From an optimization exercise on the open Yosys and OpenROAD flow, aimed at small area, a short achievable clock period and few clock cycles; shortcuts taken in it are not production practice.
Where RTL was checked, it was by simulation tests only, not by an equivalence proof against the original.
No driver is modelled on the clock port, so clock power and skew are understated where the tree is cut down; a real chip needs a root buffer or a tree.
Power is estimated from default activity; no workload was simulated.

## red
## rv_top
module rv_top (
    input               clk_i,
    input               rst_ni,
    output logic [31:0] addr_o,
    input        [31:0] instr_i,
    input        [31:0] data_i,
    output logic        data_we_o,
    output logic [31:0] data_o,
    output logic [31:0] data_addr_o
);
    logic [11:1] pc_f;           
    logic        v_d;            
    logic [31:0] ir_d;           
    logic [11:1] pc_d;           
    logic        byp_a_d;        
    logic        byp_b_d;        
    logic        imm_d;          
    logic        v_e;
    logic        wr_e, ld_e, st_e, br_e;
    logic        add_e, sub_e, and_e, or_e, lui_e;
    logic [3:0]  fa_e, fb_e;     
    logic [ 4:0] rd_e;
    logic [31:0] a_e, b_e;       
    logic [11:0] simm_e;         
    logic [11:1] tgt_e;
    logic        wr_m, ld_m, st_m;
    logic [ 4:0] rd_m;
    logic [31:0] res_m, s_m;
    logic [31:0] addr_m;         
    logic        stall_d;        
    logic        redir_e;        
    assign addr_o = {20'b0, pc_f, 1'b0};
    logic [11:1] tgt_f;
    rv_add11 u_tgt_f (
        .a_i ( pc_f ),
        .b_i ( {instr_i[7], instr_i[30:25], instr_i[11:8]} ),
        .s_o ( tgt_f )
    );
    logic        btb_v;
    logic [11:1] btb_pc, btb_tgt;
    logic [11:1] seq_f;
    logic        hit_f;
    logic        jmp_d;
    logic [11:1] tgt_d;
    assign seq_f = pc_f + 11'd2;
    assign hit_f = btb_v & (seq_f == btb_pc);
    always_ff @(posedge clk_i) begin
        if (!rst_ni) begin
            btb_v <= 1'b0;
        end else if (v_d && jmp_d) begin
            btb_v <= 1'b1;
        end
    end
    always_ff @(posedge clk_i) begin
        if (v_d && jmp_d) begin
  ...
export LEC_CHECK = 0
export CAP_MARGIN = 20
export CORE_MARGIN = 2
export CORE_UTILIZATION = 30
export SETUP_SLACK_MARGIN = 0.5
export SLEW_MARGIN = 20
export SYNTH_HIERARCHICAL = 1
export SYNTH_MINIMUM_KEEP_SIZE = 0
export TNS_END_PERCENT = 30
create_clock -name core_clock -period 12.0 [get_ports {clk_i}]
standard.sh (not shown) runs the stock make flow with config.mk's settings and CLKGATE_MAP_FILE= SYNTH_SCRIPT=/design/flow/synth_recipe.tcl, a recipe that flattens the netlist after the stock synthesis.
==> flow/flow/run.sh <==
#!/bin/bash
# Layout flow: the standard flow (standard.sh: ORFS synthesis through
# final layout, unchanged constraints), with these settings changed:
#  - repair_timing is asked for a larger setup margin, so it keeps improving
#    paths beyond the 12 ns clock (the SDC and the clock are unchanged);
#  - clock tree synthesis clusters up to 25 flip-flops per leaf buffer and
#    inserts no dummy loads, which makes a smaller tree, from buf_12 cells;
#  - flow/cts_hook.tcl removes the tree's root buffer, so the clock port
#    drives the four first-level buffers directly;
#  - the input and output ports are buffered with buf_4 cells (the standard flow's flow
#    picks a delay cell for them).
# Each tool's output goes to the ORFS logs under orfs/logs/; the make output
# goes to standard.log in this folder.
set -e
bash standard.sh \
  SETUP_SLACK_MARGIN=8.7 \
  "CTS_ARGS=-sink_clustering_enable -repair_clock_nets -dont_use_dummy_load -buf_list sky130_fd_sc_hd__buf_12 -sink_clustering_size 25 -sink_clustering_max_diameter 100" \
  PRE_CTS_TCL=$PWD/flow/cts_hook.tcl \
  "BUFFER_PORTS_ARGS=-buffer_cell sky130_fd_sc_hd__buf_4" \
  finish > standard.log 2>&1
==> flow/flow/cts_hook.tcl <==
rename clock_tree_synthesis orig_clock_tree_synthesis
proc clock_tree_synthesis { args } {
  orig_clock_tree_synthesis {*}$args
  set block [ord::get_db_block]
  set port [$block findBTerm clk_i]
  if { $port == "NULL" } { puts "cts_hook: no clk_i port"; return }
  set pnet [$port getNet]
  set pins [$pnet getITerms]
  if { [llength $pins] != 1 } {
    puts "cts_hook: clk_i drives [llength $pins] pins, tree left as built"
    return
  }
  set root [[lindex $pins 0] getInst]
  set onet ""
  foreach it [$root getITerms] {
    if { [$it isOutputSignal] } { set onet [$it getNet] }
  }
  if { $onet == "" || $onet == "NULL" } { puts "cts_hook: root has no output net"; return }
  set loads {}
  foreach it [$onet getITerms] {
    if { [$it getInst] != $root } { lappend loads $it }
  }
  if { [llength $loads] > 4 || [llength $loads] == 0 || [llength [$onet getBTerms]] > 0 } {
    puts "cts_hook: root [$root getName] drives [llength $loads] pins, tree left as built"
    return
  }
  foreach it $loads {
    puts "cts_hook: [[$it getInst] getName] now driven by clk_i"
    $it disconnect
    $it connect $pnet
  }
  puts "cts_hook: removed root buffer [$root getName] ([[$root getMaster] getName])"
  odb::dbInst_destroy $root
  odb::dbNet_destroy $onet
}
Testbench counts of red, summed over its fixed seeds: cycles 62,844.
Changes in blue relative to red:
Settings: clearing TNS_END_PERCENT, which used to be 30.
diff --git a/flow/flow/run.sh b/flow/flow/run.sh
--- a/flow/flow/run.sh
+++ b/flow/flow/run.sh
@@ -15,3 +15,3 @@
 bash standard.sh \
-  SETUP_SLACK_MARGIN=8.7 \
+  SETUP_SLACK_MARGIN=8.8 \
   "CTS_ARGS=-sink_clustering_enable -repair_clock_nets -dont_use_dummy_load -buf_list sky130_fd_sc_hd__buf_12 -sink_clustering_size 25 -sink_clustering_max_diameter 100" \
Findings:
Looking at share of final-layout standard cells stronger than drive strength 1 across red and blue, the one that comes out higher is blue. Diff red -> blue: non-clock buffer area fraction after layout moved up, area added between synthesis and finish now sits higher, global-route usage over all layers fell 0.77 points. [compare] base=red new=blue: number of DRC violations after detailed-routing iteration 0 shows a reduction of 947; post-route worst setup slack shows an increase of 0.058 ns; post-route total power shows an increase of 0.60%. Note that the non-clock buffer total of the final layout recorded for blue amounts to 0.949 times the value seen in red.
Inputs modified between blue and green:
diff --git a/flow/flow/run.sh b/flow/flow/run.sh
--- a/flow/flow/run.sh
+++ b/flow/flow/run.sh
@@ -15,3 +15,3 @@
 bash standard.sh \
-  SETUP_SLACK_MARGIN=8.8 \
+  SETUP_SLACK_MARGIN=8.7 \
   "CTS_ARGS=-sink_clustering_enable -repair_clock_nets -dont_use_dummy_load -buf_list sky130_fd_sc_hd__buf_12 -sink_clustering_size 25 -sink_clustering_max_diameter 100" \
Notes after the runs:
green finished all stages; the layout is clean.
Between green and blue, the difference in routability congestion estimate is negligible.
Worst setup slack for green is higher than for blue.
Compared with blue, in green total power did not really move, number of cells on the worst reg-to-reg path went down, sequential power did not really move, total of plain and repair buffers excluding clock buffers went down.
green gives less share of the clock period used by the worst path after layout than blue did.
Between green and blue, the utilization does not differ in any meaningful way.
Clock buffer count in green is 1 higher than in blue
Clock network power: green vs blue, no meaningful difference
Sequential share of layout area: green and blue compared, lower one is blue


run 1:
Another version of the RTL of rv_top (not shown whole).
Size in the first run: about 1200 flip-flops, roughly 0.055 mm^2 of cells after synthesis.
Settings: LEC_CHECK=0, CAP_MARGIN=20, CORE_MARGIN=2, CORE_UTILIZATION=40, CTS_BUF_LIST=sky130_fd_sc_hd__clkbuf_4, SETUP_SLACK_MARGIN=0.5, SLEW_MARGIN=20; clock period 12.0 ns.
run.sh (not shown) runs the stock make flow with config.mk's settings and CLKGATE_MAP_FILE= SYNTH_SCRIPT=/design/flow/synth_recipe.tcl, a recipe that flattens the netlist after the stock synthesis.
Stock flow here: none of the scripts above is used.
Run 1 | status: complete | timing, DRC, antenna: pass
Here is what was changed in the inputs of run 2 compared with run 1.
Settings: a deleted CTS_BUF_LIST that had been sky130_fd_sc_hd__clkbuf_4.
Run 2 | stages: all done | timing, DRC, antenna: all pass
Setup slack: run 2 more than run 1
Re met2 layer usage reported by global route: run 2 is 0.66 points down on run 1.
Run 2 has critical path data required time above what run 1 had.
Looking at clock share of power, run 2 sits 2.9 points higher than run 1 does.
Compared with run 1, run 2 shows a higher depth of the critical timing path with buffers and inverters included.
Modified inputs, run 3 compared to run 2
==> flow/flow/run.sh (new file) <==
#!/bin/bash
set -e
bash standard.sh SETUP_SLACK_MARGIN=8.5 finish > standard.log 2>&1
==> flow/standard.sh (new file) <==
#!/bin/bash
# synth_recipe.tcl (not shown) runs the flow's synth.tcl, then flattens the netlist and writes it again
# the make line also repeats each setting of config.mk as NAME=value (left out here)
make -C /OpenROAD-flow-scripts/flow DESIGN_CONFIG=/design/flow/config.mk WORK_HOME=/design/flow/orfs CLKGATE_MAP_FILE= SYNTH_SCRIPT=/design/flow/synth_recipe.tcl "${@:-finish}"
removed: flow/run.sh
### Flow results
Run 3 vs run 2, area of all sequential standard cells went up by about 0.5%.
Looking at start point of the critical path, the ir_d[24] result is from run 2; the fb_e one comes from run 3.
The total chip power number comes out higher for run 3 vs run 2.
Met3 routed wirelength: run 3 > run 2
Compared with run 2, the router placed more vias in run 3.
Changes observed in run 3 relative to run 2: layout overhead on the synthesized area rose by 5.4 points; largest stage delay on the critical path saw a decrease; power share of the clock group fell by 0.7 points.
Function was not checked in any run of this note: the RTL went through the layout flow alone.


== north ==
rv_top, a different RTL version from the one above (not shown whole).
Size: roughly 3700 cells after synthesis, about 1300 flip-flops, roughly 160 I/O pins, about 55000 sq um of cells after synthesis.
Settings: LEC_CHECK=0, CAP_MARGIN=20, CORE_MARGIN=2, CORE_UTILIZATION=30, SETUP_SLACK_MARGIN=0.5, SLEW_MARGIN=20, SYNTH_HIERARCHICAL=1, SYNTH_MINIMUM_KEEP_SIZE=0; clock period 12.0 ns.
standard.sh (not shown) runs the stock make flow with config.mk's settings and CLKGATE_MAP_FILE= SYNTH_SCRIPT=/design/flow/synth_recipe.tcl, a recipe that flattens the netlist after the stock synthesis.
==> flow/flow/run.sh <==
#!/bin/bash
# Layout flow: the standard flow (standard.sh: ORFS synthesis through
# final layout, unchanged constraints), with these settings changed:
#  - repair_timing is asked for a larger setup margin, so it keeps improving
#    paths beyond the 12 ns clock (the SDC and the clock are unchanged);
#  - clock tree synthesis clusters up to 25 flip-flops per leaf buffer and
#    inserts no dummy loads, which makes a smaller tree, from buf_12 cells;
#  - flow/cts_hook.tcl removes the tree's root buffer, so the clock port
#    drives the four first-level buffers directly;
#  - the input and output ports are buffered with buf_4 cells (the standard flow's flow
#    picks a delay cell for them).
# Each tool's output goes to the ORFS logs under orfs/logs/; the make output
# goes to standard.log in this folder.
set -e
bash standard.sh \
  SETUP_SLACK_MARGIN=8.7 \
  "CTS_ARGS=-sink_clustering_enable -repair_clock_nets -dont_use_dummy_load -buf_list sky130_fd_sc_hd__buf_12 -sink_clustering_size 25 -sink_clustering_max_diameter 100" \
  PRE_CTS_TCL=$PWD/flow/cts_hook.tcl \
  "BUFFER_PORTS_ARGS=-buffer_cell sky130_fd_sc_hd__buf_4" \
  finish > standard.log 2>&1
Scripts as last shown in full above: flow/flow/cts_hook.tcl
#### Input delta (south over north)
# north
export LEC_CHECK = 0
export CAP_MARGIN = 20
export CORE_MARGIN = 2
export CORE_UTILIZATION = 30
export SETUP_SLACK_MARGIN = 0.5
export SLEW_MARGIN = 20
export SYNTH_HIERARCHICAL = 1
export SYNTH_MINIMUM_KEEP_SIZE = 0
create_clock -name core_clock -period 12.0 [get_ports {clk_i}]
# south
export LEC_CHECK = 0
export CAP_MARGIN = 20
export CORE_MARGIN = 2
export CORE_UTILIZATION = 40
export SETUP_SLACK_MARGIN = 0.5
export SLEW_MARGIN = 20
export SYNTH_HIERARCHICAL = 1
export SYNTH_MINIMUM_KEEP_SIZE = 0
create_clock -name core_clock -period 12.0 [get_ports {clk_i}]
Notes after the runs:
south closes out successfully: all stages finished, all timing, DRC and antenna checks passed.
Post-route clock skew: south > north
south vs. north: worst hold slack went down by 0.010 ns; post-cts gate resize count went down by about 18%; first-pass GRT wire length went down by about 3%; number of antenna violations at the first check in global routing went down by 1; via count of the first global-routing pass was more or less identical.
Global-route usage in south is 5.7 points higher than in north
Timing startpoint of the critical path: instr_i[15] -> north, instr_i[17] -> south
No functional check of the RTL was part of any run of this note.

==> separate check: timing with driven ports <==
No port has a modelled driver above. Below, the same layouts with a new extraction and two added sets of constraints. Step 1, drivers: a clkbuf_16 drives clk_i and a buf_2 each remaining input, both assumed. Step 2, shift: input delay + t, output delay - t, t = (earliest + latest rising clock arrival at the registers) / 2. This alone moves slack from input paths to output paths. Three values: ideal, step 1, step 2; two values: the first two.
run | t (ns) | setup slack, ns | worst register clock-pin slew, ns
red | 0.585 | 8.558 / 8.415 / 8.164 | 0.11 / 0.11
blue | 0.599 | 8.616 / 8.465 / 8.252 | 0.11 / 0.11
green | 0.567 | 8.652 / 8.510 / 8.285 | 0.11 / 0.11
run 1 | 1.329 | 7.076 / 7.007 / 6.747 | 0.09 / 0.09
run 2 | 0.856 | 7.156 / 7.156 / 6.759 | 0.07 / 0.07
run 3 | 0.855 | 8.296 / 8.244 / 7.523 | 0.07 / 0.07
north | 0.584 | 8.062 / 8.152 / 7.568 | 0.11 / 0.11
south | 0.607 | 8.109 / 8.183 / 7.605 | 0.11 / 0.11
After both steps every run listed still meets setup and hold. The setup slack of run 3, which loses most, moves by -0.052 ns with the drivers and by -0.773 ns with both steps.
